Context: an optimization exercise on an open-source flow, tuned for small area, a short achievable clock period and few clock cycles per item. The choices shown serve that exercise and are no tape-out recipe. In this exercise RTL edits were held to simulation tests only and were not proved equivalent to the original.

[flow/run.sh]
#!/bin/bash
# The standard layout (standard.sh) with extra ORFS settings: port buffers
# made from sky130_fd_sc_hd__buf_1. ORFS writes each step's log under orfs/logs;
# make's own output goes to make.log.
set -euo pipefail
bash standard.sh 'BUFFER_PORTS_ARGS=-buffer_cell sky130_fd_sc_hd__buf_1' finish > make.log 2>&1
[standard.sh]
#!/bin/bash
# synth_recipe.tcl (not shown) runs the flow's synth.tcl, then flattens the netlist and writes it again
# the make line also repeats each setting of config.mk as NAME=value (left out here)
make -C /OpenROAD-flow-scripts/flow DESIGN_CONFIG=/design/flow/config.mk WORK_HOME=/design/flow/orfs CLKGATE_MAP_FILE= SYNTH_SCRIPT=/design/flow/synth_recipe.tcl "${@:-finish}"
[config.mk]
export PLATFORM = sky130hd
export DESIGN_NAME = cordic
export DESIGN_NICKNAME = cordic
export VERILOG_FILES = /design/flow/design.v
export SDC_FILE = /design/flow/constraint.sdc
export NUM_CORES = 4
export LEC_CHECK = 0
export ABC_AREA = 1
export CAP_MARGIN = 20
export CORE_MARGIN = 2
export CORE_UTILIZATION = 40
export SETUP_SLACK_MARGIN = 3.8
export SLEW_MARGIN = 20
[constraint.sdc]
create_clock -name core_clock -period 7.0 [get_ports {clk}]
set_input_delay 1.4000 -clock core_clock [delete_from_list [all_inputs] [get_ports {clk}]]
set_output_delay 1.4000 -clock core_clock [all_outputs]
set_load 0.01 [all_outputs]
[design.v]
module cordic(
    input wire [31:0]   angle,
    input wire [1:0]    opt,
    input wire          enable,
    input wire          reset,
    input wire          clk,
    output wire signed [31:0] sin_out,
    output wire signed [31:0] cos_out,
    output wire               done
);
    localparam [17:0] K  = 18'd39797;
    localparam [17:0] NK = -18'd39797;
    function [15:0] atan_table;
        input [3:0] n;
        case (n)
            4'd2:  atan_table = 16'd16055;
            4'd3:  atan_table = 16'd8145;
            4'd4:  atan_table = 16'd4090;
            4'd5:  atan_table = 16'd2045;
            4'd6:  atan_table = 16'd1023;
            4'd7:  atan_table = 16'd512;
            4'd8:  atan_table = 16'd256;
            4'd9:  atan_table = 16'd128;
            4'd10: atan_table = 16'd64;
            4'd11: atan_table = 16'd32;
            4'd12: atan_table = 16'd16;
            4'd13: atan_table = 16'd8;
            4'd14: atan_table = 16'd4;
            default: atan_table = 16'd2;
        endcase
    endfunction
    reg signed [17:0] x, y;
    reg [15:0] z;
    reg [4:0]  n;                
    reg        dx, dyn, dz;      
    reg        sat_r, neg_r;     
    reg        sin_en, cos_en;   
    wire done_r = n[4];
    wire run    = enable & ~done_r;
    wire first  = (n[3:0] == 4'd0);
    wire st1    = (n[3:0] == 4'd1);
    wire last   = (n[3:0] == 4'd15);
    wire [17:0] ys = y >>> n[3:0];
    wire [17:0] xs = x >>> n[3:0];
    wire [17:0] x_nx, y_nx;
    wire [15:0] z_nx;
    wire        ax_m = dx;
    wire [17:0] ax_b = ys ^ {18{ax_m}};
    wire [17:0] ax_p = x ^ ax_b;
    wire [17:0] ax_g = x & ax_b;
    wire ax_c0 = ax_g[0] | (ax_p[0] & ax_m);
    wire ax_G0 = ax_g[17] | (ax_p[17] & ax_g[16]);
    wire ax_P0 = ax_p[17] & ax_p[16];
    wire ax_G1 = ax_g[16] | (ax_p[16] & ax_g[15]);
    wire ax_P1 = ax_p[16] & ax_p[15];
    wire ax_G2 = ax_g[15] | (ax_p[15] & ax_g[14]);
    wire ax_P2 = ax_p[15] & ax_p[14];
    wire ax_G3 = ax_g[14] | (ax_p[14] & ax_g[13]);
    wire ax_P3 = ax_p[14] & ax_p[13];
    wire ax_G4 = ax_g[13] | (ax_p[13] & ax_g[12]);
    wire ax_P4 = ax_p[13] & ax_p[12];
    wire ax_G5 = ax_g[12] | (ax_p[12] & ax_g[11]);
    wire ax_P5 = ax_p[12] & ax_p[11];
    wire ax_G6 = ax_g[11] | (ax_p[11] & ax_g[10]);
    wire ax_P6 = ax_p[11] & ax_p[10];
    wire ax_G7 = ax_g[10] | (ax_p[10] & ax_g[9]);
    wire ax_P7 = ax_p[10] & ax_p[9];
    wire ax_G8 = ax_g[9] | (ax_p[9] & ax_g[8]);
    wire ax_P8 = ax_p[9] & ax_p[8];
    wire ax_G9 = ax_g[8] | (ax_p[8] & ax_g[7]);
    wire ax_P9 = ax_p[8] & ax_p[7];
    wire ax_G10 = ax_g[7] | (ax_p[7] & ax_g[6]);
    wire ax_P10 = ax_p[7] & ax_p[6];
    wire ax_G11 = ax_g[6] | (ax_p[6] & ax_g[5]);
    wire ax_P11 = ax_p[6] & ax_p[5];
    wire ax_G12 = ax_g[5] | (ax_p[5] & ax_g[4]);
    wire ax_P12 = ax_p[5] & ax_p[4];
    wire ax_G13 = ax_g[4] | (ax_p[4] & ax_g[3]);
    wire ax_P13 = ax_p[4] & ax_p[3];
    wire ax_G14 = ax_g[3] | (ax_p[3] & ax_g[2]);
    wire ax_P14 = ax_p[3] & ax_p[2];
    wire ax_G15 = ax_g[2] | (ax_p[2] & ax_g[1]);
    wire ax_P15 = ax_p[2] & ax_p[1];
    wire ax_G16 = ax_g[1] | (ax_p[1] & ax_c0);
    wire ax_G17 = ax_G0 | (ax_P0 & ax_G2);
    wire ax_P17 = ax_P0 & ax_P2;
    wire ax_G18 = ax_G1 | (ax_P1 & ax_G3);
    wire ax_P18 = ax_P1 & ax_P3;
    wire ax_G19 = ax_G2 | (ax_P2 & ax_G4);
    wire ax_P19 = ax_P2 & ax_P4;
    wire ax_G20 = ax_G3 | (ax_P3 & ax_G5);
    wire ax_P20 = ax_P3 & ax_P5;
    wire ax_G21 = ax_G4 | (ax_P4 & ax_G6);
    wire ax_P21 = ax_P4 & ax_P6;
    wire ax_G22 = ax_G5 | (ax_P5 & ax_G7);
    wire ax_P22 = ax_P5 & ax_P7;
    wire ax_G23 = ax_G6 | (ax_P6 & ax_G8);
    wire ax_P23 = ax_P6 & ax_P8;
    wire ax_G24 = ax_G7 | (ax_P7 & ax_G9);
    wire ax_P24 = ax_P7 & ax_P9;
    wire ax_G25 = ax_G8 | (ax_P8 & ax_G10);
    wire ax_P25 = ax_P8 & ax_P10;
    wire ax_G26 = ax_G9 | (ax_P9 & ax_G11);
    wire ax_P26 = ax_P9 & ax_P11;
    wire ax_G27 = ax_G10 | (ax_P10 & ax_G12);
    wire ax_P27 = ax_P10 & ax_P12;
    wire ax_G28 = ax_G11 | (ax_P11 & ax_G13);
    wire ax_P28 = ax_P11 & ax_P13;
    wire ax_G29 = ax_G12 | (ax_P12 & ax_G14);
    wire ax_P29 = ax_P12 & ax_P14;
    wire ax_G30 = ax_G13 | (ax_P13 & ax_G15);
    wire ax_P30 = ax_P13 & ax_P15;
    wire ax_G31 = ax_G14 | (ax_P14 & ax_G16);
    wire ax_G32 = ax_G15 | (ax_P15 & ax_c0);
    wire ax_G33 = ax_G17 | (ax_P17 & ax_G21);
    wire ax_P33 = ax_P17 & ax_P21;
    wire ax_G34 = ax_G18 | (ax_P18 & ax_G22);
    wire ax_P34 = ax_P18 & ax_P22;
    wire ax_G35 = ax_G19 | (ax_P19 & ax_G23);
    wire ax_P35 = ax_P19 & ax_P23;
    wire ax_G36 = ax_G20 | (ax_P20 & ax_G24);
    wire ax_P36 = ax_P20 & ax_P24;
    wire ax_G37 = ax_G21 | (ax_P21 & ax_G25);
    wire ax_P37 = ax_P21 & ax_P25;
    wire ax_G38 = ax_G22 | (ax_P22 & ax_G26);
    wire ax_P38 = ax_P22 & ax_P26;
    wire ax_G39 = ax_G23 | (ax_P23 & ax_G27);
    wire ax_P39 = ax_P23 & ax_P27;
    wire ax_G40 = ax_G24 | (ax_P24 & ax_G28);
    wire ax_P40 = ax_P24 & ax_P28;
    wire ax_G41 = ax_G25 | (ax_P25 & ax_G29);
    wire ax_P41 = ax_P25 & ax_P29;
    wire ax_G42 = ax_G26 | (ax_P26 & ax_G30);
    wire ax_P42 = ax_P26 & ax_P30;
    wire ax_G43 = ax_G27 | (ax_P27 & ax_G31);
    wire ax_G44 = ax_G28 | (ax_P28 & ax_G32);
    wire ax_G45 = ax_G29 | (ax_P29 & ax_G16);
    wire ax_G46 = ax_G30 | (ax_P30 & ax_c0);
    wire ax_G47 = ax_G33 | (ax_P33 & ax_G41);
    wire ax_P47 = ax_P33 & ax_P41;
    wire ax_G48 = ax_G34 | (ax_P34 & ax_G42);
    wire ax_P48 = ax_P34 & ax_P42;
    wire ax_G49 = ax_G35 | (ax_P35 & ax_G43);
    wire ax_G50 = ax_G36 | (ax_P36 & ax_G44);
    wire ax_G51 = ax_G37 | (ax_P37 & ax_G45);
    wire ax_G52 = ax_G38 | (ax_P38 & ax_G46);
    wire ax_G53 = ax_G39 | (ax_P39 & ax_G31);
    wire ax_G54 = ax_G40 | (ax_P40 & ax_G32);
    wire ax_G55 = ax_G41 | (ax_P41 & ax_G16);
    wire ax_G56 = ax_G42 | (ax_P42 & ax_c0);
    wire ax_G57 = ax_G47 | (ax_P47 & ax_G16);
    wire ax_G58 = ax_G48 | (ax_P48 & ax_c0);
    assign x_nx = ax_p ^ {ax_G58, ax_G49, ax_G50, ax_G51, ax_G52, ax_G53, ax_G54, ax_G55, ax_G56, ax_G43, ax_G44, ax_G45, ax_G46, ax_G31, ax_G32, ax_G16, ax_c0, ax_m};
    wire        ay_m = dyn;
    wire [17:0] ay_b = xs ^ {18{ay_m}};
    wire [17:0] ay_p = y ^ ay_b;
    wire [17:0] ay_g = y & ay_b;
    wire ay_c0 = ay_g[0] | (ay_p[0] & ay_m);
    wire ay_G0 = ay_g[17] | (ay_p[17] & ay_g[16]);
    wire ay_P0 = ay_p[17] & ay_p[16];
    wire ay_G1 = ay_g[16] | (ay_p[16] & ay_g[15]);
    wire ay_P1 = ay_p[16] & ay_p[15];
    wire ay_G2 = ay_g[15] | (ay_p[15] & ay_g[14]);
    wire ay_P2 = ay_p[15] & ay_p[14];
    wire ay_G3 = ay_g[14] | (ay_p[14] & ay_g[13]);
    wire ay_P3 = ay_p[14] & ay_p[13];
    wire ay_G4 = ay_g[13] | (ay_p[13] & ay_g[12]);
    wire ay_P4 = ay_p[13] & ay_p[12];
    wire ay_G5 = ay_g[12] | (ay_p[12] & ay_g[11]);
    wire ay_P5 = ay_p[12] & ay_p[11];
    wire ay_G6 = ay_g[11] | (ay_p[11] & ay_g[10]);
    wire ay_P6 = ay_p[11] & ay_p[10];
    wire ay_G7 = ay_g[10] | (ay_p[10] & ay_g[9]);
    wire ay_P7 = ay_p[10] & ay_p[9];
    wire ay_G8 = ay_g[9] | (ay_p[9] & ay_g[8]);
    wire ay_P8 = ay_p[9] & ay_p[8];
    wire ay_G9 = ay_g[8] | (ay_p[8] & ay_g[7]);
    wire ay_P9 = ay_p[8] & ay_p[7];
    wire ay_G10 = ay_g[7] | (ay_p[7] & ay_g[6]);
    wire ay_P10 = ay_p[7] & ay_p[6];
    wire ay_G11 = ay_g[6] | (ay_p[6] & ay_g[5]);
    wire ay_P11 = ay_p[6] & ay_p[5];
    wire ay_G12 = ay_g[5] | (ay_p[5] & ay_g[4]);
    wire ay_P12 = ay_p[5] & ay_p[4];
    wire ay_G13 = ay_g[4] | (ay_p[4] & ay_g[3]);
    wire ay_P13 = ay_p[4] & ay_p[3];
    wire ay_G14 = ay_g[3] | (ay_p[3] & ay_g[2]);
    wire ay_P14 = ay_p[3] & ay_p[2];
    wire ay_G15 = ay_g[2] | (ay_p[2] & ay_g[1]);
    wire ay_P15 = ay_p[2] & ay_p[1];
    wire ay_G16 = ay_g[1] | (ay_p[1] & ay_c0);
    wire ay_G17 = ay_G0 | (ay_P0 & ay_G2);
    wire ay_P17 = ay_P0 & ay_P2;
    wire ay_G18 = ay_G1 | (ay_P1 & ay_G3);
    wire ay_P18 = ay_P1 & ay_P3;
    wire ay_G19 = ay_G2 | (ay_P2 & ay_G4);
    wire ay_P19 = ay_P2 & ay_P4;
    wire ay_G20 = ay_G3 | (ay_P3 & ay_G5);
    wire ay_P20 = ay_P3 & ay_P5;
    wire ay_G21 = ay_G4 | (ay_P4 & ay_G6);
    wire ay_P21 = ay_P4 & ay_P6;
    wire ay_G22 = ay_G5 | (ay_P5 & ay_G7);
    wire ay_P22 = ay_P5 & ay_P7;
    wire ay_G23 = ay_G6 | (ay_P6 & ay_G8);
    wire ay_P23 = ay_P6 & ay_P8;
    wire ay_G24 = ay_G7 | (ay_P7 & ay_G9);
    wire ay_P24 = ay_P7 & ay_P9;
    wire ay_G25 = ay_G8 | (ay_P8 & ay_G10);
    wire ay_P25 = ay_P8 & ay_P10;
    wire ay_G26 = ay_G9 | (ay_P9 & ay_G11);
    wire ay_P26 = ay_P9 & ay_P11;
    wire ay_G27 = ay_G10 | (ay_P10 & ay_G12);
    wire ay_P27 = ay_P10 & ay_P12;
    wire ay_G28 = ay_G11 | (ay_P11 & ay_G13);
    wire ay_P28 = ay_P11 & ay_P13;
    wire ay_G29 = ay_G12 | (ay_P12 & ay_G14);
    wire ay_P29 = ay_P12 & ay_P14;
    wire ay_G30 = ay_G13 | (ay_P13 & ay_G15);
    wire ay_P30 = ay_P13 & ay_P15;
    wire ay_G31 = ay_G14 | (ay_P14 & ay_G16);
    wire ay_G32 = ay_G15 | (ay_P15 & ay_c0);
    wire ay_G33 = ay_G17 | (ay_P17 & ay_G21);
    wire ay_P33 = ay_P17 & ay_P21;
    wire ay_G34 = ay_G18 | (ay_P18 & ay_G22);
    wire ay_P34 = ay_P18 & ay_P22;
    wire ay_G35 = ay_G19 | (ay_P19 & ay_G23);
    wire ay_P35 = ay_P19 & ay_P23;
    wire ay_G36 = ay_G20 | (ay_P20 & ay_G24);
    wire ay_P36 = ay_P20 & ay_P24;
    wire ay_G37 = ay_G21 | (ay_P21 & ay_G25);
    wire ay_P37 = ay_P21 & ay_P25;
    wire ay_G38 = ay_G22 | (ay_P22 & ay_G26);
    wire ay_P38 = ay_P22 & ay_P26;
    wire ay_G39 = ay_G23 | (ay_P23 & ay_G27);
    wire ay_P39 = ay_P23 & ay_P27;
    wire ay_G40 = ay_G24 | (ay_P24 & ay_G28);
    wire ay_P40 = ay_P24 & ay_P28;
    wire ay_G41 = ay_G25 | (ay_P25 & ay_G29);
    wire ay_P41 = ay_P25 & ay_P29;
    wire ay_G42 = ay_G26 | (ay_P26 & ay_G30);
    wire ay_P42 = ay_P26 & ay_P30;
    wire ay_G43 = ay_G27 | (ay_P27 & ay_G31);
    wire ay_G44 = ay_G28 | (ay_P28 & ay_G32);
    wire ay_G45 = ay_G29 | (ay_P29 & ay_G16);
    wire ay_G46 = ay_G30 | (ay_P30 & ay_c0);
    wire ay_G47 = ay_G33 | (ay_P33 & ay_G41);
    wire ay_P47 = ay_P33 & ay_P41;
    wire ay_G48 = ay_G34 | (ay_P34 & ay_G42);
    wire ay_P48 = ay_P34 & ay_P42;
    wire ay_G49 = ay_G35 | (ay_P35 & ay_G43);
    wire ay_G50 = ay_G36 | (ay_P36 & ay_G44);
    wire ay_G51 = ay_G37 | (ay_P37 & ay_G45);
    wire ay_G52 = ay_G38 | (ay_P38 & ay_G46);
    wire ay_G53 = ay_G39 | (ay_P39 & ay_G31);
    wire ay_G54 = ay_G40 | (ay_P40 & ay_G32);
    wire ay_G55 = ay_G41 | (ay_P41 & ay_G16);
    wire ay_G56 = ay_G42 | (ay_P42 & ay_c0);
    wire ay_G57 = ay_G47 | (ay_P47 & ay_G16);
    wire ay_G58 = ay_G48 | (ay_P48 & ay_c0);
    assign y_nx = ay_p ^ {ay_G58, ay_G49, ay_G50, ay_G51, ay_G52, ay_G53, ay_G54, ay_G55, ay_G56, ay_G43, ay_G44, ay_G45, ay_G46, ay_G31, ay_G32, ay_G16, ay_c0, ay_m};
    reg [15:0] zc01;
    always @* begin
        case ({neg_r, dz})
            2'b01:   zc01 = -16'd16321;    
            2'b00:   zc01 = -16'd21087;
            2'b11:   zc01 =  16'd21087;
            default: zc01 =  16'd16321;    
        endcase
    end
    wire [15:0] z_b = st1 ? zc01 : atan_table(n[3:0]);
    wire        az_m = dz & ~st1;
    wire [15:0] az_b = z_b ^ {16{az_m}};
    wire [15:0] az_p = z ^ az_b;
    wire [15:0] az_g = z & az_b;
    wire az_c0 = az_g[0] | (az_p[0] & az_m);
    wire az_G0 = az_g[15] | (az_p[15] & az_g[14]);
    wire az_P0 = az_p[15] & az_p[14];
    wire az_G1 = az_g[14] | (az_p[14] & az_g[13]);
    wire az_P1 = az_p[14] & az_p[13];
    wire az_G2 = az_g[13] | (az_p[13] & az_g[12]);
    wire az_P2 = az_p[13] & az_p[12];
    wire az_G3 = az_g[12] | (az_p[12] & az_g[11]);
    wire az_P3 = az_p[12] & az_p[11];
    wire az_G4 = az_g[11] | (az_p[11] & az_g[10]);
    wire az_P4 = az_p[11] & az_p[10];
    wire az_G5 = az_g[10] | (az_p[10] & az_g[9]);
    wire az_P5 = az_p[10] & az_p[9];
    wire az_G6 = az_g[9] | (az_p[9] & az_g[8]);
    wire az_P6 = az_p[9] & az_p[8];
    wire az_G7 = az_g[8] | (az_p[8] & az_g[7]);
    wire az_P7 = az_p[8] & az_p[7];
    wire az_G8 = az_g[7] | (az_p[7] & az_g[6]);
    wire az_P8 = az_p[7] & az_p[6];
    wire az_G9 = az_g[6] | (az_p[6] & az_g[5]);
    wire az_P9 = az_p[6] & az_p[5];
    wire az_G10 = az_g[5] | (az_p[5] & az_g[4]);
    wire az_P10 = az_p[5] & az_p[4];
    wire az_G11 = az_g[4] | (az_p[4] & az_g[3]);
    wire az_P11 = az_p[4] & az_p[3];
    wire az_G12 = az_g[3] | (az_p[3] & az_g[2]);
    wire az_P12 = az_p[3] & az_p[2];
    wire az_G13 = az_g[2] | (az_p[2] & az_g[1]);
    wire az_P13 = az_p[2] & az_p[1];
    wire az_G14 = az_g[1] | (az_p[1] & az_c0);
    wire az_G15 = az_G0 | (az_P0 & az_G2);
    wire az_P15 = az_P0 & az_P2;
    wire az_G16 = az_G1 | (az_P1 & az_G3);
    wire az_P16 = az_P1 & az_P3;
    wire az_G17 = az_G2 | (az_P2 & az_G4);
    wire az_P17 = az_P2 & az_P4;
    wire az_G18 = az_G3 | (az_P3 & az_G5);
    wire az_P18 = az_P3 & az_P5;
    wire az_G19 = az_G4 | (az_P4 & az_G6);
    wire az_P19 = az_P4 & az_P6;
    wire az_G20 = az_G5 | (az_P5 & az_G7);
    wire az_P20 = az_P5 & az_P7;
    wire az_G21 = az_G6 | (az_P6 & az_G8);
    wire az_P21 = az_P6 & az_P8;
    wire az_G22 = az_G7 | (az_P7 & az_G9);
    wire az_P22 = az_P7 & az_P9;
    wire az_G23 = az_G8 | (az_P8 & az_G10);
    wire az_P23 = az_P8 & az_P10;
    wire az_G24 = az_G9 | (az_P9 & az_G11);
    wire az_P24 = az_P9 & az_P11;
    wire az_G25 = az_G10 | (az_P10 & az_G12);
    wire az_P25 = az_P10 & az_P12;
    wire az_G26 = az_G11 | (az_P11 & az_G13);
    wire az_P26 = az_P11 & az_P13;
    wire az_G27 = az_G12 | (az_P12 & az_G14);
    wire az_G28 = az_G13 | (az_P13 & az_c0);
    wire az_G29 = az_G15 | (az_P15 & az_G19);
    wire az_P29 = az_P15 & az_P19;
    wire az_G30 = az_G16 | (az_P16 & az_G20);
    wire az_P30 = az_P16 & az_P20;
    wire az_G31 = az_G17 | (az_P17 & az_G21);
    wire az_P31 = az_P17 & az_P21;
    wire az_G32 = az_G18 | (az_P18 & az_G22);
    wire az_P32 = az_P18 & az_P22;
    wire az_G33 = az_G19 | (az_P19 & az_G23);
    wire az_P33 = az_P19 & az_P23;
    wire az_G34 = az_G20 | (az_P20 & az_G24);
    wire az_P34 = az_P20 & az_P24;
    wire az_G35 = az_G21 | (az_P21 & az_G25);
    wire az_P35 = az_P21 & az_P25;
    wire az_G36 = az_G22 | (az_P22 & az_G26);
    wire az_P36 = az_P22 & az_P26;
    wire az_G37 = az_G23 | (az_P23 & az_G27);
    wire az_G38 = az_G24 | (az_P24 & az_G28);
    wire az_G39 = az_G25 | (az_P25 & az_G14);
    wire az_G40 = az_G26 | (az_P26 & az_c0);
    wire az_G41 = az_G29 | (az_P29 & az_G37);
    wire az_G42 = az_G30 | (az_P30 & az_G38);
    wire az_G43 = az_G31 | (az_P31 & az_G39);
    wire az_G44 = az_G32 | (az_P32 & az_G40);
    wire az_G45 = az_G33 | (az_P33 & az_G27);
    wire az_G46 = az_G34 | (az_P34 & az_G28);
    wire az_G47 = az_G35 | (az_P35 & az_G14);
    wire az_G48 = az_G36 | (az_P36 & az_c0);
    assign z_nx = az_p ^ {az_G42, az_G43, az_G44, az_G45, az_G46, az_G47, az_G48, az_G37, az_G38, az_G39, az_G40, az_G27, az_G28, az_G14, az_c0, az_m};
    wire [31:0] ua = angle ^ {32{angle[31]}};
    wire angle_sat = (|ua[30:17]) | (ua[16:0] >= 17'h1BF00);
    wire signed [17:0] a18 = angle[17:0];
    wire d1 = angle[31] ? (a18 >= -18'sd51472) : (a18 >= 18'sd51472);
    wire d_nx = first ? (angle_sat ? ~angle[31] : d1)
                      : (sat_r ? ~neg_r : ~z_nx[15]);
    always @(posedge clk) begin
        sat_r  <= angle_sat;
        neg_r  <= angle[31];
        sin_en <= ~opt[0];
        cos_en <= ~(opt[1] & opt[0]);
        if (run) begin
            z   <= first ? angle[15:0] : z_nx;
            dx  <= d_nx;
            dyn <= ~d_nx;
            dz  <= d_nx;
        end
    end
    always @(posedge clk or posedge reset) begin
        if (reset) begin
            x  <= K;
            y  <= 18'd0;
            n  <= 5'd0;
        end else if (run) begin
            if (!first) x <= (last & ~cos_en) ? 18'd0 : x_nx;
            y  <= first ? (angle[31] ? NK : K) :
                  (last & ~sin_en) ? 18'd0 : y_nx;
            n  <= n + 5'd1;
        end
    end
    assign done    = done_r;
    assign sin_out = {{14{y[17]}}, y};
    assign cos_out = {{14{x[17]}}, x};
endmodule
==> summary.md, run 1 <==
| Metric | Value |
|---|---|
| Critical path fanouts, max | 7 |
| FF-to-FF path depth | 18 |
| Most frequent cells in the layout | nand2_1, buf_1, inv_1 |
| Final TNS setup | 0 ns |
| Period minus WS final | 3.342 ns |
| Routed Wire Length | 25770 um |
| Vias | 8238 |
| Die width | 140.7 um |
| Number of synthesized flops with an enable pin | 18 |
| Layout cell share with drive strength beyond 1 | 26.69% |
| First-pass GRT wire length | 38770 um |
| Pin count of the biggest net entering global routing | 42 |
| IO buf count | 101 |
| Root Driver | clkbuf_16 |
| Commonest non-fill, non-tap cell in the layout | nand2_1 |
| Vias per inst | 5.631 |
| RSZ-0062 raised after global routing | yes |
| Syn. warnings | 1 |
| Crit Path Class | register to register |
| Worst-path clk slew | 0.06 ns |
| Worst path required time | 7.20 ns |
| Reg-to-Reg End | y[14]$_DFFE_PP0P_ |
| Vias in the first global route | 7472 |
| Asr flop ratio synth | 65.08% |
| # setup viols final | 0 |
| Sink Count | 63 |
| Final period util | 47.74% |
| DRT Pass-1 Iters | 5 |
| CP Capture Type | register |
| Grt ovf | 0 |
| Hold Crit Start | n[4]$_DFFE_PP0P_ |
| Fmax | 0.2992 GHz |
| Final ANT Viol Nets | 0 |
| Max-slew violations | 0 |
| Clock latency (worst-skew pair) | 0.36 ns |
| Outcome | timing/DRC/antenna clean |
| Startpoint types | register |
| CTS buffer count | 9 |
| CP peak stage delay | 0.53 ns |
| Core region area | 18520 um^2 |
| CP endpoint | y[14]$_DFFE_PP0P_ |
| Final Core Density | 52.20% |
| Final GP Congestion | 0.9424 |
| Area of the mapped netlist | 7477 um^2 |
| GRT Total Usage | 24.50% |
| Clock Tree Buf Depth | 2 |
| Clock skew | 0.01556 ns |
| CP startpoint | n[0]$_DFFE_PP0P_ |
| Initial antenna violation count | 0 |
| R2R Path Start | n[0]$_DFFE_PP0P_ |
| Mapped Cells | 1104 |
| Drt first-iter violations | 678 |
| Syn nets | 1200 |
| Nets | 1320 |
| Detail Placement HPWL | 17730 um |
| Seq cells post-synth | 63 |
| Distinct cell type count after synthesis | 56 |
| H-tree Lvls | 3 |
| Initial Util | 40.38% |
| Die height | 140.7 um |
| R2R Setup Slk | 3.66 ns |
| CP arrival | 3.55 ns |
| Critical-path top delay cell | dfrtp_4 |
| Least-Margin Pin Slew | 0.7881 ns |
| Hold Path Class | register to register |
| Ant diodes | 0 |
| Worst slew margin | 47.41% |
| WL/cell | 17.62 um |
| Final hold vios | 0 |
| Area grow syn2layout | 29.27% |
| Post-synth top flop | dfrtp_1 |
| Crit path top cell by count | o21ai_2 |
| Syn avg cell area | 6.773 um^2 |
| Maxcap violations | 0 |
| Rows | 50 |
| # IOs | 102 |
| DRC | 0 |
| Sequential area share after synthesis | 22.19% |
| CTS tree | yes |
| CP cell instances | buf_6, buf_12, nand2_4, o21ai_4, mux2i_2, nand2_1, o21ai_2, a32oi_2, xor2_1, ha_1, a21oi_2, o21ai_2, nand3_2, nand4_1, a31o_2, buf_4, o21ai_2, a22oi_1 |
| Die ar. | 19800 um^2 |
| WHS | 0.5191 ns |
## cells in the mapped netlist (15+ instances only)
cell,n,area [um^2]
a21oi_1,81,405.4
buf_4,33,247.7
clkbuf_1,15,56.30
dfrtp_1,31,775.7
edfxtp_1,18,540.5
ha_1,56,700.7
inv_1,73,274.0
nand2_1,289,1085
nand3_1,68,340.3
nor2_1,63,236.5
o21ai_0,118,590.6
xor2_1,51,446.7
## registers in the layout, indices dropped and copies added, names as in the netlist
| name | flops |
|---|---|
| cos_en | 1 |
| dx | 1 |
| dyn | 1 |
| n | 5 |
| neg_r | 1 |
| sat_r | 1 |
| sin_en | 1 |
| x | 18 |
| y | 18 |
| z | 16 |
## stage by stage
stage / setup WS, ns / cells / instance area (um^2)
after floorplan: 3.815 / 1104 / 7490
final: 3.658 / 1463 / 9666
after detailed placement: 2.871 / 1378 / 7776
after global routing: 3.525 / 1463 / 9666
after CTS: 3.694 / 1420 / 8449
after global placement: 2.802 / 1378 / 7776
## layer usage
| metal | part of all wire (%) | vias to the layer above | GRT usage, % |
|---|---|---|---|
| met1 | 43 | 3834 | 32.01 |
| met2 | 48 | 342 | 41.13 |
| met4 | 3.1 | 0 | 8.526 |
| met3 | 5.7 | 59 | 4.042 |
| met5 | 0 | - | 0 |
| li1 | - | 4003 | - |
## cells by family (layout without fill, tap and decap cells)
group                      count (synthesis)  count (layout)  synth area share, %
and+or+nand+nor                          476             476                27.28
AOI/OAI and AO/OA                        284             284                21.84
buffers and inverters                    153             278                10.34
xor gates and xnor gates                  63              63                7.380
DFF                                       63              63                22.19
adders and majority gates                 59              59                10.17
muxes                                      6               6               0.8032
## worst min path at each step
stage	endpoint	slack, ns	depth (start not counted)
detailed placement	x[12]$_DFFE_PP1P_	0.51	2
CTS	x[12]$_DFFE_PP1P_	0.51	2
floorplan	x[15]$_DFFE_PP1P_	0.49	2
finish	n[4]$_DFFE_PP0P_	0.52	1
global placement	x[12]$_DFFE_PP1P_	0.50	2
global route	n[4]$_DFFE_PP0P_	0.53	1
## what timing repair did
action | in CTS | in global routing
hold buffers | 0 | 0
setup endpoints to repair | 51 | 42
cloned | 1 | 3
gates resized for setup | 85 | 229
setup buffers | 25 | 40
pin swaps | 23 | 95
## critical path: cells and delay by family (launching register included)
| family | cells | cell delay [ns] |
|---|---|---|
| multiplexers | 1 | 0.23 |
| AO/OA/AOI/OAI | 8 | 1.02 |
| adder cells (fa/ha/maj) | 1 | 0.39 |
| AND/OR/NAND/NOR | 4 | 0.42 |
| XOR/XNOR | 1 | 0.17 |
| flip-flops | 1 | 0.53 |
| buffers and inverters | 3 | 0.42 |
## final cells by class
cell class | count | area (um^2)
Fill cell | 1812 | 8852
Tap cell | 234 | 292.8
Timing Repair Buffer | 173 | 1036
Clock inverter | 4 | 45.04
Sequential cell | 63 | 1672
Timing Repair inverter | 3 | 30.03
Clock buffer | 12 | 246.5
Multi-Input combinational cell | 888 | 5953
Inverter | 86 | 390.4
Testbench counts, summed over its fixed seeds: cycles 43,200, items 2,400.
==> run 2: changes to the inputs <==
--- a/config.mk
+++ b/config.mk
@@ -9,5 +9,7 @@
 export CAP_MARGIN = 20
 export CORE_MARGIN = 2
 export CORE_UTILIZATION = 40
-export SETUP_SLACK_MARGIN = 3.8
+export CTS_BUF_LIST = sky130_fd_sc_hd__clkbuf_4
+export CTS_CLUSTER_SIZE = 24
+export SETUP_SLACK_MARGIN = 3.5
 export SLEW_MARGIN = 20
==> summary.md, run 2 <==
| Metric | Value |
|---|---|
| Most frequent cells in the layout | nand2_1, buf_1, inv_1 |
| Clock latency (worst-skew pair) | 0.47 ns (+0.11 ns) |
| Synth top area share | 14.51% (unchanged) |
| Clock skew | 0.01876 ns (+0.003203 ns) |
| Final Core Density | 46.49% (-5.7 points) |
| Clock Tree Buf Depth | 2 (unchanged) |
| CP endpoint | y[14]$_DFFE_PP0P_ |
| R2R Setup Slk | 3.59 ns (-0.06 ns) |
| Rows | 50 (unchanged) |
| Die height | 140.7 um (unchanged) |
| DRC | 0 (unchanged) |
| Startpoint types | register |
| Outcome | timing/DRC/antenna clean |
| Sink Count | 63 (unchanged) |
| Maxcap violations | 0 (unchanged) |
| Asr flop ratio synth | 65.08% (unchanged) |
| First-pass GRT wire length | 37230 um (-4.0%) |
| Syn nets | 1200 (unchanged) |
| Die ar. | 19800 um^2 (unchanged) |
| Sequential area share after synthesis | 22.19% (unchanged) |
| RSZ-0062 raised after global routing | yes |
| Ant diodes | 0 (unchanged) |
| CTS tree | yes |
| CTS buffer count | 9 (unchanged) |
| H-tree Lvls | 3 (unchanged) |
| Place WS | 2.796 ns (-0.07460 ns) |
| Die width | 140.7 um (unchanged) |
| Number of synthesized flops with an enable pin | 18 (unchanged) |
| FF-to-FF path depth | 16 (-2) |
| Distinct cell type count after synthesis | 56 (unchanged) |
| Initial antenna violation count | 0 (unchanged) |
| Layout cell share with drive strength beyond 1 | 15.55% (-11 points) |
| Final period util | 48.66% (+0.92 points) |
| GRT Total Usage | 23.70% (-0.80 points) |
| Syn. warnings | 1 (unchanged) |
| # setup viols final | 0 (unchanged) |
| Area grow syn2layout | 15.14% |
| Mapped Cells | 1104 (unchanged) |
| WL/cell | 16.84 um (-4.4%) |
| IO buf count | 101 (unchanged) |
| Critical path fanouts, max | 7 (unchanged) |
| # IOs | 102 (unchanged) |
| Syn avg cell area | 6.773 um^2 (unchanged) |
| Final GP Congestion | 1.031 (+9.3%) |
| Crit Path Class | register to register |
| Routed Wire Length | 24080 um (-6.5%) |
| Vias per inst | 5.469 (-2.9%) |
| Vias | 7820 (-5.1%) |
| Reg-to-Reg End | y[14]$_DFFE_PP0P_ |
| DRT Pass-1 Iters | 5 (unchanged) |
| Final TNS setup | 0 ns (unchanged) |
| CP Capture Type | register |
| Worst path required time | 7.38 ns (+0.18 ns) |
| Period minus WS final | 3.406 ns (+0.06413 ns) |
| Pin count of the biggest net entering global routing | 42 (unchanged) |
| Hold Path Class | register to register |
| Fmax | 0.2936 GHz (-1.9%) |
| Commonest non-fill, non-tap cell in the layout | nand2_1 |
| Worst-path clk slew | 0.12 ns (+0.06 ns) |
| Vias in the first global route | 7137 (-4.5%) |
| R2R Path Start | n[0]$_DFFE_PP0P_ |
| Detail Placement HPWL | 17620 um (-0.63%) |
| Final hold vios | 0 (unchanged) |
| Post-synth top flop | dfrtp_1 |
| Worst slew margin | 50.99% (+3.6 points) |
| Root Driver | clkbuf_4 |
| Top flop regs | x x18, y x18, z x16 |
| Post-route setup slack | 3.594 ns (-0.06413 ns) |
| Area of the mapped netlist | 7477 um^2 (unchanged) |
| Initial Util | 40.38% (unchanged) |
| Hold buffers post-CTS | 0 (unchanged) |
| Most frequent cell after synthesis | nand2_1 |
| Core region area | 18520 um^2 (unchanged) |
| Drt first-iter violations | 423 (-38%) |
| Seq cells post-synth | 63 (unchanged) |
| Cell type with the largest total area after synthesis | nand2_1 |
| Least-Margin Pin Slew | 0.7351 ns (-0.05296 ns) |
| Top cells by area in the synthesized netlist | nand2_1, dfrtp_1, ha_1, o21ai_0, edfxtp_1 |
| Max-slew violations | 0 (unchanged) |
| CP startpoint | n[0]$_DFFE_PP0P_ |
| CP arrival | 3.79 ns (+0.24 ns) |
| Nets | 1287 (-2.5%) |
| Final ANT Viol Nets | 0 (unchanged) |
| Grt ovf | 0 (unchanged) |
| Commonest cells post-synth | nand2_1, o21ai_0, a21oi_1 |
-- run 2: worst max-delay path: stages, from the launching register on --
cell and delay [ns]:
dfrtp_4 0.59, clkbuf_16 0.20, o21ai_2 0.20, mux2i_2 0.11, nand2_1 0.09, o21ai_2 0.07
a32oi_2 0.23, xor2_1 0.22, ha_1 0.32, a21oi_2 0.18, o21ai_2 0.10, nand3_1 0.09
nand4_1 0.18, a31o_2 0.32, a21boi_0 0.15, o21ai_1 0.08, a22oi_1 0.19
-- run 2: what timing repair did --
item / CTS / global route
gates resized for setup: 16 / 118
pin swaps: 0 / 36
buffers inserted: 4 / 30
gates cloned: 0 / 2
setup endpoints to repair: 50 / 31
-- run 2: kinds of logic after synthesis --
| group | Yosys count | share of synthesized area [%] |
|---|---|---|
| buffers and inverters | 153 | 10.34 |
| AO/OA/AOI/OAI | 284 | 21.84 |
| XOR/XNOR | 63 | 7.380 |
| multiplexers | 6 | 0.8032 |
| flip-flops | 63 | 22.19 |
| AND/OR/NAND/NOR | 476 | 27.28 |
| adder cells (fa/ha/maj) | 59 | 10.17 |
-- run 2: worst min path at each step --
stage	startpoint	endpoint	slack (ns)	depth (start not counted)
2_1_floorplan	x[15]$_DFFE_PP1P_	x[15]$_DFFE_PP1P_	0.49	2
3_3_place_gp	x[12]$_DFFE_PP1P_	x[12]$_DFFE_PP1P_	0.50	2
3_5_place_dp	x[15]$_DFFE_PP1P_	x[15]$_DFFE_PP1P_	0.51	2
4_1_cts	x[15]$_DFFE_PP1P_	x[15]$_DFFE_PP1P_	0.53	2
5_1_grt	x[15]$_DFFE_PP1P_	x[15]$_DFFE_PP1P_	0.55	2
6_report	x[12]$_DFFE_PP1P_	x[12]$_DFFE_PP1P_	0.52	2
-- run 2: final cells by class --
type | count | area (um^2)
well taps | 234 | 292.8
repair buffers | 143 | 785.8
fillers | 1952 | 9908
clock inverters | 4 | 47.55
inverters | 86 | 369.1
flip-flops and latches | 63 | 1668
multi-input cells | 888 | 5356
clock buffers | 12 | 90.09
-- run 2: metal layers --
layer	vias to the layer above	global-route usage (%)	wire length, um
met4	0	9.316	690
met2	257	39.08	11330
met5	-	0	0
met3	46	3.091	1136
met1	3600	31.62	10930
li1	3917	-	-
-- run 2: per-stage QoR --
step                      hold WS [ns]  instance area (um^2)  cells
final                           0.5227                  8610   1430
after global routing            0.5519                  8610   1430
after CTS                       0.5269                  8015   1398
after detailed placement        0.5066                  7774   1378
after global placement          0.5042                  7774   1378
after floorplan                 0.4923                  7477   1104
==> run 3: changes to the inputs <==
--- a/config.mk
+++ b/config.mk
@@ -9,7 +9,5 @@
 export CAP_MARGIN = 20
 export CORE_MARGIN = 2
 export CORE_UTILIZATION = 40
-export CTS_BUF_LIST = sky130_fd_sc_hd__clkbuf_4
-export CTS_CLUSTER_SIZE = 24
 export SETUP_SLACK_MARGIN = 3.5
 export SLEW_MARGIN = 20
==> summary.md, run 3 <==
| Metric | Value |
|---|---|
| Vias in the first global route | 7137 (unchanged) |
| Cell type with the largest total area after synthesis | nand2_1 |
| Commonest non-fill, non-tap cell in the layout | nand2_1 |
| Final ANT Viol Nets | 0 (unchanged) |
| Place WS | 2.796 ns (unchanged) |
| Busiest grt layer | met2 |
| Die width | 140.7 um (unchanged) |
| Syn nets | 1200 (unchanged) |
| CTS buffer count | 9 (unchanged) |
| Post-synthesis simple-gate area fraction | 27.28% (unchanged) |
| Synth top area share | 14.51% (unchanged) |
| Hold Crit Start | x[12]$_DFFE_PP1P_ |
| Clock skew | 0.01106 ns (-0.007696 ns) |
| H-tree Lvls | 3 (unchanged) |
| Most frequent cells in the layout | nand2_1, buf_1, inv_1 |
| # IOs | 102 (unchanged) |
| Seq cells post-synth | 63 (unchanged) |
| Worst path required time | 7.24 ns (-0.14 ns) |
| Worst-path clk slew | 0.06 ns (-0.06 ns) |
| Post-Synth Adder-Cell Area | 10.17% (unchanged) |
| Commonest cells post-synth | nand2_1, o21ai_0, a21oi_1 |
| Die ar. | 19800 um^2 (unchanged) |
| Multiplexer share of the synthesized area | 0.8032% (unchanged) |
| Area of the mapped netlist | 7477 um^2 (unchanged) |
| Top cells by area in the synthesized netlist | nand2_1, dfrtp_1, ha_1, o21ai_0, edfxtp_1 |
| Hold buffers post-CTS | 0 (unchanged) |
| CP Capture Type | register |
| Critical-path top delay cell | dfrtp_4 |
| DRC | 0 (unchanged) |
| Final hold vios | 0 (unchanged) |
| Global Route met3 Usage | 3.770% (+0.68 points) |
| Syn. warnings | 1 (unchanged) |
| Dpl cells | 1378 (unchanged) |
| Area grow syn2layout | 16.38% |
| Max-slew violations | 0 (unchanged) |
| Worst slew margin | 48.42% (-2.6 points) |
| Top flop regs | x x18, y x18, z x16 |
| GRT Total Usage | 23.67% (-0.036 points) |
| WL/cell | 16.89 um (+0.26%) |
| Crit path buf inv count | 2 (+1) |
| Least-Margin Pin Slew | 0.7737 ns (+0.03860 ns) |
| Fmax | 0.2945 GHz (+0.30%) |
| Final period util | 48.51% (-0.15 points) |
| Number of synthesized flops with an enable pin | 18 (unchanged) |
| Startpoint types | register |
| DRT Pass-1 Iters | 5 (unchanged) |
| CP cell instances | buf_4, buf_4, o21ai_1, nand2_1, o21ai_1, o211ai_1, o21ai_0, xor2_1, ha_1, a21oi_2, o21ai_2, nand3_1, nand3_2, nand2_1, o211ai_1, or2_2, a32o_1 |
| Period minus WS final | 3.396 ns (-0.01022 ns) |
| Largest family of logic cells by synthesized area | simple AND/OR/NAND/NOR gates |
| Hold Path Class | register to register |
| Maxcap violations | 0 (unchanged) |
| Syn avg cell area | 6.773 um^2 (unchanged) |
| Initial Util | 40.38% (unchanged) |
| Asr flop ratio synth | 65.08% (unchanged) |
| Critical path fanouts, max | 5 (-2) |
| Rows | 50 (unchanged) |
| Initial antenna violation count | 0 (unchanged) |
| Ant diodes | 0 (unchanged) |
| # setup viols final | 0 (unchanged) |
| R2R Path Start | n[0]$_DFFE_PP0P_ |
| RSZ-0062 raised after global routing | yes |
| Post-synthesis compound-gate area fraction | 21.84% (unchanged) |
| Clock latency (worst-skew pair) | 0.35 ns (-0.12 ns) |
| Distinct cell type count after synthesis | 56 (unchanged) |
| Final GP Congestion | 1.031 (unchanged) |
| Detail Placement HPWL | 17620 um (unchanged) |
| Drt first-iter violations | 501 (+18%) |
| First-pass GRT wire length | 37270 um (+0.11%) |
| Fin cells | 1427 (-0.21%) |
| IO buf count | 101 (unchanged) |
| Layout cell share with drive strength beyond 1 | 15.00% (-0.55 points) |
| Most frequent cell after synthesis | nand2_1 |
| Routed Wire Length | 24100 um (about the same) |
| Root Driver | clkbuf_16 |
| Core region area | 18520 um^2 (unchanged) |
| FILL cells | 1927 (-1.3%) |
| Post-route setup slack | 3.604 ns (+0.01022 ns) |
| Mapped Cells | 1104 (unchanged) |
| Crit path max-delay family | compound AO/OA/AOI/OAI gates |
| Final TNS setup | 0 ns (unchanged) |
| Grt ovf | 0 (unchanged) |
| M1 GR Usage | 31.80% (+0.19 points) |
| CTS tree | yes |
| Sequential area share after synthesis | 22.19% (unchanged) |
| Post-synthesis xor/xnor area fraction | 7.380% (unchanged) |
| Vias | 7879 (+0.75%) |
| Die height | 140.7 um (unchanged) |
| Crit Path Class | register to register |
| CP peak stage delay | 0.49 ns (-0.10 ns) |
| Outcome | timing/DRC/antenna clean |
| Clock Tree Buf Depth | 2 (unchanged) |
| CP startpoint | n[0]$_DFFE_PP0P_ |
| Post-synth top flop | dfrtp_1 |
| Sink Count | 63 (unchanged) |
| Pin count of the biggest net entering global routing | 42 (unchanged) |
| M2 GR Usage | 38.92% (-0.15 points) |
| CP arrival | 3.64 ns (-0.15 ns) |
| Vias per inst | 5.521 (+0.97%) |
| Final Core Density | 46.99% (+0.50 points) |
| Nets | 1284 (-0.23%) |
-- run 3: cell count changes in the layout (fill, tap and decap cells not counted), sizes merged --
cell,delta
inv,+1
bufinv,-1
clkinv,-1
buf,-3
clkbuf,+1
-- run 3: metal layers --
metal | up-vias | routed length [um]
met3 | 39 | 1409
met5 | - | 0
met1 | 3633 | 10890
li1 | 3916 | -
met2 | 291 | 11240
met4 | 0 | 563
-- run 3: path summary, 6_finish.rpt --
path / end / slack (ns) / depth (start not counted)
min in group asynchronous: y[14]$_DFFE_PP0P_ / 1.16 / 3
worst min register to register: x[12]$_DFFE_PP1P_ / 0.51 / 2
max in group asynchronous: n[1]$_DFFE_PP0P_ / 5.38 / 3
worst min-delay path: x[12]$_DFFE_PP1P_ / 0.51 / 2
worst max-delay path: x[16]$_DFFE_PP0P_ / 3.60 / 17
worst max register to register: x[16]$_DFFE_PP0P_ / 3.60 / 17
-- run 3: final cells by class --
cell class / count / area [um^2] / share of cell area (%)
Multi-Input combinational cell: 888 / 5351 / 61.50
Sequential cell: 63 / 1668 / 19.17
Clock inverter: 3 / 17.52 / 0.2013
Clock buffer: 13 / 261.5 / 3.005
Tap cell: 234 / 292.8 / 3.364
Inverter: 86 / 360.3 / 4.141
Timing Repair Buffer: 140 / 750.7 / 8.627
-- run 3: worst reg2reg max path: stages, from the launching register on --
cell,delay [ns]
dfrtp_4,0.49
buf_4,0.17
buf_4,0.15
o21ai_1,0.19
nand2_1,0.07
o21ai_1,0.12
o211ai_1,0.14
o21ai_0,0.23
xor2_1,0.22
ha_1,0.32
a21oi_2,0.19
o21ai_2,0.10
nand3_1,0.10
nand3_2,0.12
nand2_1,0.09
o211ai_1,0.09
or2_2,0.28
a32o_1,0.21
-- run 3: cell families after synthesis --
group	after synthesis
muxes	6
xor gates and xnor gates	63
buffers and inverters	153
and+or+nand+nor	476
DFF	63
AOI/OAI and AO/OA	284
adders and majority gates	59
-- run 3: stage by stage --
stage / hold slack, ns / cell area, um^2
global route: 0.5422 / 8702
floorplan: 0.4923 / 7477
global placement: 0.5042 / 7774
detailed placement: 0.5066 / 7774
CTS: 0.5173 / 8147
finish: 0.5144 / 8702
-- run 3: repair_timing --
action,CTS,global route
pin swaps,0,31
endpoints found under the setup margin,50,35
endpoints found under the hold margin,0,0
gates cloned,0,2
resized for setup,17,116
buffers inserted,5,26
==> run 4: changes to the inputs <==
--- a/config.mk
+++ b/config.mk
@@ -9,5 +9,7 @@
 export CAP_MARGIN = 20
 export CORE_MARGIN = 2
 export CORE_UTILIZATION = 40
+export CTS_BUF_LIST = sky130_fd_sc_hd__clkbuf_8
+export CTS_CLUSTER_SIZE = 24
 export SETUP_SLACK_MARGIN = 3.5
 export SLEW_MARGIN = 20
==> summary.md, run 4 <==
| Metric | Value |
|---|---|
| Sink Count | 63 (unchanged) |
| Multi-input gate area | 5235 um^2 (-2.2%) |
| GRT Total Usage | 23.69% (about the same) |
| Syn nets | 1200 (unchanged) |
| Ant diodes | 0 (unchanged) |
| Initial Util | 40.38% (unchanged) |
| DRC | 0 (unchanged) |
| Clock skew | 0.01157 ns (+0.0005071 ns) |
| Vias | 7794 (-1.1%) |
| Sequential area share after synthesis | 22.19% (unchanged) |
| Crit Path Class | register to register |
| Final period util | 48.55% (about the same) |
| Critical path fanouts, max | 28 (+23) |
| # setup viols final | 0 (unchanged) |
| Startpoint types | register |
| IO buf count | 101 (unchanged) |
| Initial antenna violation count | 0 (unchanged) |
| Fmax | 0.2942 GHz (about the same) |
| Hold buffers post-CTS | 0 (unchanged) |
| Area grow syn2layout | 13.19% |
| Least-Margin Pin Slew | 0.7328 ns (-0.04088 ns) |
| Post-synth top flop | dfrtp_1 |
| Worst slew margin | 51.15% (+2.7 points) |
| Synth top area share | 14.51% (unchanged) |
| Root Driver | clkbuf_8 |
| Syn. warnings | 1 (unchanged) |
| CTS buffer count | 9 (unchanged) |
| Final TNS setup | 0 ns (unchanged) |
| Mapped Cells | 1104 (unchanged) |
| Maxcap violations | 0 (unchanged) |
| Syn avg cell area | 6.773 um^2 (unchanged) |
| Max-slew violations | 0 (unchanged) |
| Dpl cells | 1378 (unchanged) |
| # IOs | 102 (unchanged) |
| Vias per inst | 5.477 (-0.80%) |
| WHS | 0.5181 ns (+0.003686 ns) |
| CTS tree | yes |
| Detail Placement HPWL | 17620 um (unchanged) |
| Die width | 140.7 um (unchanged) |
| Asr flop ratio synth | 65.08% (unchanged) |
| Worst-path clk slew | 0.08 ns (+0.02 ns) |
| Layout cell share with drive strength beyond 1 | 12.70% (-2.3 points) |
| DRT Pass-1 Iters | 5 (unchanged) |
| WL met3 | 1328 um (-5.7%) |
| Worst path required time | 7.29 ns (+0.05 ns) |
| Metal-1 WL | 10700 um (-1.7%) |
| Cell type with the largest total area after synthesis | nand2_1 |
| Commonest non-fill, non-tap cell in the layout | nand2_1 |
| Drt first-iter violations | 418 (-17%) |
| Grt ovf | 0 (unchanged) |
| Top cells by area in the synthesized netlist | nand2_1, dfrtp_1, ha_1, o21ai_0, edfxtp_1 |
| WL/cell | 16.59 um (-1.8%) |
| Period minus WS final | 3.399 ns (+0.002700 ns) |
| Most frequent cell after synthesis | nand2_1 |
| Final hold vios | 0 (unchanged) |
| Final ANT Viol Nets | 0 (unchanged) |
| Fin cells | 1423 (-0.28%) |
| Routed Wire Length | 23600 um (-2.0%) |
| Final GP Congestion | 1.031 (unchanged) |
| H-tree Lvls | 3 (unchanged) |
| Core region area | 18520 um^2 (unchanged) |
| CP Capture Type | register |
| Top flop regs | x x18, y x18, z x16 |
| Hold Path Class | register to register |
| Outcome | timing/DRC/antenna clean |
| Number of synthesized flops with an enable pin | 18 (unchanged) |
| CP arrival | 3.69 ns (+0.05 ns) |
| Most frequent cells in the layout | nand2_1, buf_1, o21ai_0 |
| Clock latency (worst-skew pair) | 0.38 ns (+0.03 ns) |
| Rows | 50 (unchanged) |
| Pin count of the biggest net entering global routing | 42 (unchanged) |
| Die height | 140.7 um (unchanged) |
| Final Core Density | 45.70% (-1.3 points) |
| RSZ-0062 raised after global routing | yes |
| First-pass GRT wire length | 37310 um (+0.11%) |
| Area of the mapped netlist | 7477 um^2 (unchanged) |
| Routed length on met2 | 11010 um (-2.0%) |
| FILL cells | 1957 (+1.6%) |
| Distinct cell type count after synthesis | 56 (unchanged) |
| Vias in the first global route | 7140 (+0.042%) |
| Die ar. | 19800 um^2 (unchanged) |
| Register area | 1668 um^2 (unchanged) |
| Clock Tree Buf Depth | 2 (unchanged) |
| Nets | 1280 (-0.31%) |
| Seq cells post-synth | 63 (unchanged) |
| Commonest cells post-synth | nand2_1, o21ai_0, a21oi_1 |
| Top sig layer | met4 |
run 4: cell counts after synthesis:
Identical to the previous run, type by type.
run 4: cells by family (layout without fill, tap and decap cells):
kind of cell	after synthesis	after routing	synth area share, %
adders and majority gates	59	59	10.17
DFF	63	63	22.19
buffers and inverters	153	238	10.34
AOI/OAI and AO/OA	284	284	21.84
xor gates and xnor gates	63	63	7.380
muxes	6	6	0.8032
and+or+nand+nor	476	476	27.28
run 4: path summary, 6_finish.rpt:
| check | startpoint | end | slack, ns | cells after the start |
|---|---|---|---|---|
| max reg2reg | n[0]$_DFFE_PP0P_ | y[14]$_DFFE_PP0P_ | 3.60 | 14 |
| min reg2reg | x[12]$_DFFE_PP1P_ | x[12]$_DFFE_PP1P_ | 0.52 | 2 |
| min in group asynchronous | reset | y[14]$_DFFE_PP0P_ | 1.12 | 3 |
| max | n[0]$_DFFE_PP0P_ | y[14]$_DFFE_PP0P_ | 3.60 | 14 |
| max in group asynchronous | reset | n[1]$_DFFE_PP0P_ | 5.40 | 3 |
| min | x[12]$_DFFE_PP1P_ | x[12]$_DFFE_PP1P_ | 0.52 | 2 |
run 4: per-stage QoR:
stage / setup WS (ns) / area [um^2]
after floorplan: 3.590 / 7477
after global placement: 2.788 / 7774
after detailed placement: 2.796 / 7774
after CTS: 3.495 / 8099
after global routing: 3.404 / 8463
final: 3.601 / 8463
run 4: layer usage:
metal | GRT usage (%) | vias up
met4 | 8.316 | 0
met1 | 31.74 | 3570
li1 | - | 3894
met3 | 3.227 | 44
met5 | 0 | -
met2 | 39.26 | 286
run 4: repair_timing:
action	4_1_cts	5_1_grt
pin swaps	2	18
setup endpoints to repair	50	33
cloned	0	0
gates resized for setup	20	75
buffers inserted	7	22
run 4: final cells by class:
cell class,count,share of cell area (%)
multi-input combinational,888,61.86
sequential,63,19.71
timing repair buffer,136,8.501
inverter,86,4.317
tap,234,3.459
clock buffer,9,1.464
clock inverter,7,0.6949
run 4: critical path, cell delays in order, from the launching register on:
cell	delay [ns]
dfrtp_4	0.56
buf_16	0.20
o21ai_1	0.32
a21oi_1	0.13
a32oi_2	0.28
xor2_1	0.22
ha_1	0.32
a21oi_1	0.19
o21ai_2	0.12
nand3_1	0.09
nand4_1	0.18
a31o_2	0.27
a21boi_0	0.14
o21ai_0	0.10
a22oi_1	0.19
==> run 5: changes to the inputs <==
--- a/config.mk
+++ b/config.mk
@@ -11,5 +11,5 @@
 export CORE_UTILIZATION = 40
 export CTS_BUF_LIST = sky130_fd_sc_hd__clkbuf_8
 export CTS_CLUSTER_SIZE = 24
-export SETUP_SLACK_MARGIN = 3.5
+export SETUP_SLACK_MARGIN = 3.35
 export SLEW_MARGIN = 20
==> summary.md, run 5 <==
| Metric | Value |
|---|---|
| Outcome | timing/DRC/antenna clean |
| Die ar. | 19800 um^2 (unchanged) |
| Fmax | 0.2765 GHz (-6.0%) |
| Critical-path top delay cell | dfrtp_4 |
| Area of the mapped netlist | 7477 um^2 (unchanged) |
| Commonest non-fill, non-tap cell in the layout | nand2_1 |
| Root Driver | clkbuf_8 |
| Final ANT Viol Nets | 0 (unchanged) |
| Final cell area excluding filler cells | 8125 um^2 (-4.0%) |
| Initial Util | 40.38% (unchanged) |
| FILL cells | 1988 (+1.6%) |
| Top flop regs | x x18, y x18, z x16 |
| CP arrival | 3.91 ns (+0.22 ns) |
| Critical path fanouts, max | 28 (unchanged) |
| Crit path max-delay family | compound AO/OA/AOI/OAI gates |
| Layout cell share with drive strength beyond 1 | 8.803% (-3.9 points) |
| Area grow syn2layout | 8.668% |
| First-pass GRT wire length | 36780 um (-1.4%) |
| Final hold vios | 0 (unchanged) |
| GRT Total Usage | 23.27% (-0.42 points) |
| Grt ovf | 0 (unchanged) |
| Fin cells | 1404 (-1.3%) |
| Commonest cells post-synth | nand2_1, o21ai_0, a21oi_1 |
| Final period util | 51.67% (+3.1 points) |
| Startpoint types | register |
| Worst slew margin | 24.36% (-27 points) |
| Mapped Cells | 1104 (unchanged) |
| CP peak stage delay | 0.51 ns (-0.05 ns) |
| Syn. warnings | 1 (unchanged) |
| Post-route setup slack | 3.383 ns (-0.2183 ns) |
| CTS buffer count | 9 (unchanged) |
| # setup viols final | 0 (unchanged) |
| Maxcap violations | 0 (unchanged) |
| CP Capture Type | register |
| Number of synthesized flops with an enable pin | 18 (unchanged) |
| Sink Count | 63 (unchanged) |
| Clock skew | 0.01204 ns (+0.0004704 ns) |
| WL/cell | 16.58 um (about the same) |
| Dpl cells | 1378 (unchanged) |
| Asr flop ratio synth | 65.08% (unchanged) |
| Crit path buf inv count | 2 (+1) |
| Period minus WS final | 3.617 ns (+0.2183 ns) |
| Core region area | 18520 um^2 (unchanged) |
| Distinct cell type count after synthesis | 56 (unchanged) |
| Post-synth top flop | dfrtp_1 |
| Synth top area share | 14.51% (unchanged) |
| Ant diodes | 0 (unchanged) |
| Syn avg cell area | 6.773 um^2 (unchanged) |
| CP cell instances | buf_4, buf_16, o21ai_0, a21oi_1, a32oi_1, xor2_1, ha_1, a21oi_1, o21ai_2, nand3_1, nand4_1, a31o_2, a21boi_0, o21ai_0, a22oi_1 |
| Vias per inst | 5.463 (-0.26%) |
| CTS tree | yes |
| Least-Margin Pin Slew | 1.133 ns (+0.4006 ns) |
| Crit Path Class | register to register |
| Routed Wire Length | 23290 um (-1.4%) |
| DP Area | 7774 um^2 (unchanged) |
| RSZ-0062 raised after global routing | yes |
| DRC | 0 (unchanged) |
| DRT Pass-1 Iters | 5 (unchanged) |
| Final GP Congestion | 1.031 (unchanged) |
| Place WS | 2.796 ns (unchanged) |
| Nets | 1261 (-1.5%) |
| Worst path required time | 7.29 ns (about the same) |
| Syn nets | 1200 (unchanged) |
| Die height | 140.7 um (unchanged) |
| Rows | 50 (unchanged) |
| Top cells by area in the synthesized netlist | nand2_1, dfrtp_1, ha_1, o21ai_0, edfxtp_1 |
| Most frequent cell after synthesis | nand2_1 |
| Sequential area share after synthesis | 22.19% (unchanged) |
| Die width | 140.7 um (unchanged) |
| Seq cells post-synth | 63 (unchanged) |
| Clock Tree Buf Depth | 2 (unchanged) |
| # IOs | 102 (unchanged) |
| Worst-path clk slew | 0.08 ns (about the same) |
| IO buf count | 101 (unchanged) |
| Max-slew violations | 0 (unchanged) |
| Drt first-iter violations | 497 (+19%) |
| Hold buffers post-CTS | 0 (unchanged) |
| Vias in the first global route | 7064 (-1.1%) |
| Final TNS setup | 0 ns (unchanged) |
| Detail Placement HPWL | 17620 um (unchanged) |
| Clock latency (worst-skew pair) | 0.38 ns (about the same) |
| Vias | 7670 (-1.6%) |
| Initial antenna violation count | 0 (unchanged) |
| Pin count of the biggest net entering global routing | 42 (unchanged) |
| Cell type with the largest total area after synthesis | nand2_1 |
| Hold Path Class | register to register |
| Most frequent cells in the layout | nand2_1, buf_1, o21ai_0 |
| H-tree Lvls | 3 (unchanged) |
## run 5: final timing paths
path / start / endpoint / slack, ns / cells past startpoint
worst min register to register: x[12]$_DFFE_PP1P_ / x[12]$_DFFE_PP1P_ / 0.52 / 2
min in group asynchronous: reset / y[14]$_DFFE_PP0P_ / 1.12 / 3
worst min-delay path: x[12]$_DFFE_PP1P_ / x[12]$_DFFE_PP1P_ / 0.52 / 2
worst max register to register: n[0]$_DFFE_PP0P_ / y[14]$_DFFE_PP0P_ / 3.38 / 15
max in group asynchronous: reset / n[1]$_DFFE_PP0P_ / 5.41 / 3
worst max-delay path: n[0]$_DFFE_PP0P_ / y[14]$_DFFE_PP0P_ / 3.38 / 15
## run 5: through the flow
stage / hold slack (ns) / util [%]
floorplan: 0.4923 / -
global placement: 0.5042 / 41.98
detailed placement: 0.5066 / 41.98
CTS: 0.5203 / 43.16
global route: 0.5299 / 43.88
finish: 0.5182 / 43.88
## run 5: cell families after synthesis
| family | after synthesis | share of synthesized area (%) |
|---|---|---|
| compound gates | 284 | 21.84 |
| xor+xnor | 63 | 7.380 |
| fa+ha+maj | 59 | 10.17 |
| buf+inv | 153 | 10.34 |
| flops | 63 | 22.19 |
| mux | 6 | 0.8032 |
| simple gates | 476 | 27.28 |
## run 5: what timing repair did
item	CTS	global route
buffers inserted	1	9
pin swaps	0	5
hold endpoints to repair	0	0
gates resized for setup	7	32
endpoints found under the setup margin	44	34
gates cloned	0	0
## run 5: worst min-delay path, stage by stage (launching register included)
cell and delay [ns]:
dfstp_2 0.41, nand2_1 0.07, nand2_1 0.05
## run 5: layout make-up
class	count	area [um^2]	area share, %
Multi-Input combinational cell	888	5094	62.69
Clock buffer	9	123.9	1.524
Sequential cell	63	1668	20.53
Timing Repair Buffer	117	530.5	6.529
Clock inverter	7	58.81	0.7237
Tap cell	234	292.8	3.603
Inverter	86	357.8	4.404
## run 5: layer usage
| layer | vias to the layer above | GRT usage (%) | part of all wire [%] | wire [um] |
|---|---|---|---|---|
| met3 | 46 | 3.227 | 5.2 | 1216 |
| met2 | 252 | 38.46 | 46 | 10810 |
| met1 | 3519 | 31.41 | 46 | 10680 |
| met4 | 0 | 7.737 | 2.4 | 570 |
| met5 | - | 0 | 0 | 0 |
| li1 | 3853 | - | - | - |

port drivers added, routing unchanged:
The results above use ideal ports. As a check the final layouts listed here were re-extracted and re-timed, cells and wires unchanged. Step 1 assumes that a clkbuf_16 drives the clock port and a buf_2 every other input. Step 2 moves the port delays by t, midway between the first and last clock arrival at a register: inputs arrive t later, outputs are due t later. That takes back most of the time a late clock gives input paths. a / b / c = no drivers / after step 1 / after step 2; a / b = the first two.
run | t, ns | slack for setup (ns) | hold WS [ns] | worst setup path after step 2 | worst register clock-pin slew, ns
run 1 | 0.389 | 3.658 / 3.658 / 3.658 | 0.519 / 0.519 / 0.519 | register to register | 0.06 / 0.06
run 2 | 0.497 | 3.594 / 3.594 / 3.238 | 0.523 / 0.523 / 0.523 | input to register | 0.13 / 0.13
run 3 | 0.388 | 3.604 / 3.604 / 3.401 | 0.514 / 0.514 / 0.514 | input to register | 0.06 / 0.06
run 4 | 0.412 | 3.601 / 3.601 / 3.284 | 0.518 / 0.518 / 0.518 | input to register | 0.08 / 0.08
run 5 | 0.408 | 3.383 / 3.383 / 3.234 | 0.518 / 0.518 / 0.518 | input to register | 0.08 / 0.08
After both steps setup and hold are still met in every run listed. For run 2, which loses most, drivers alone change the setup slack by 0.000 ns; drivers and shift together by -0.356 ns.
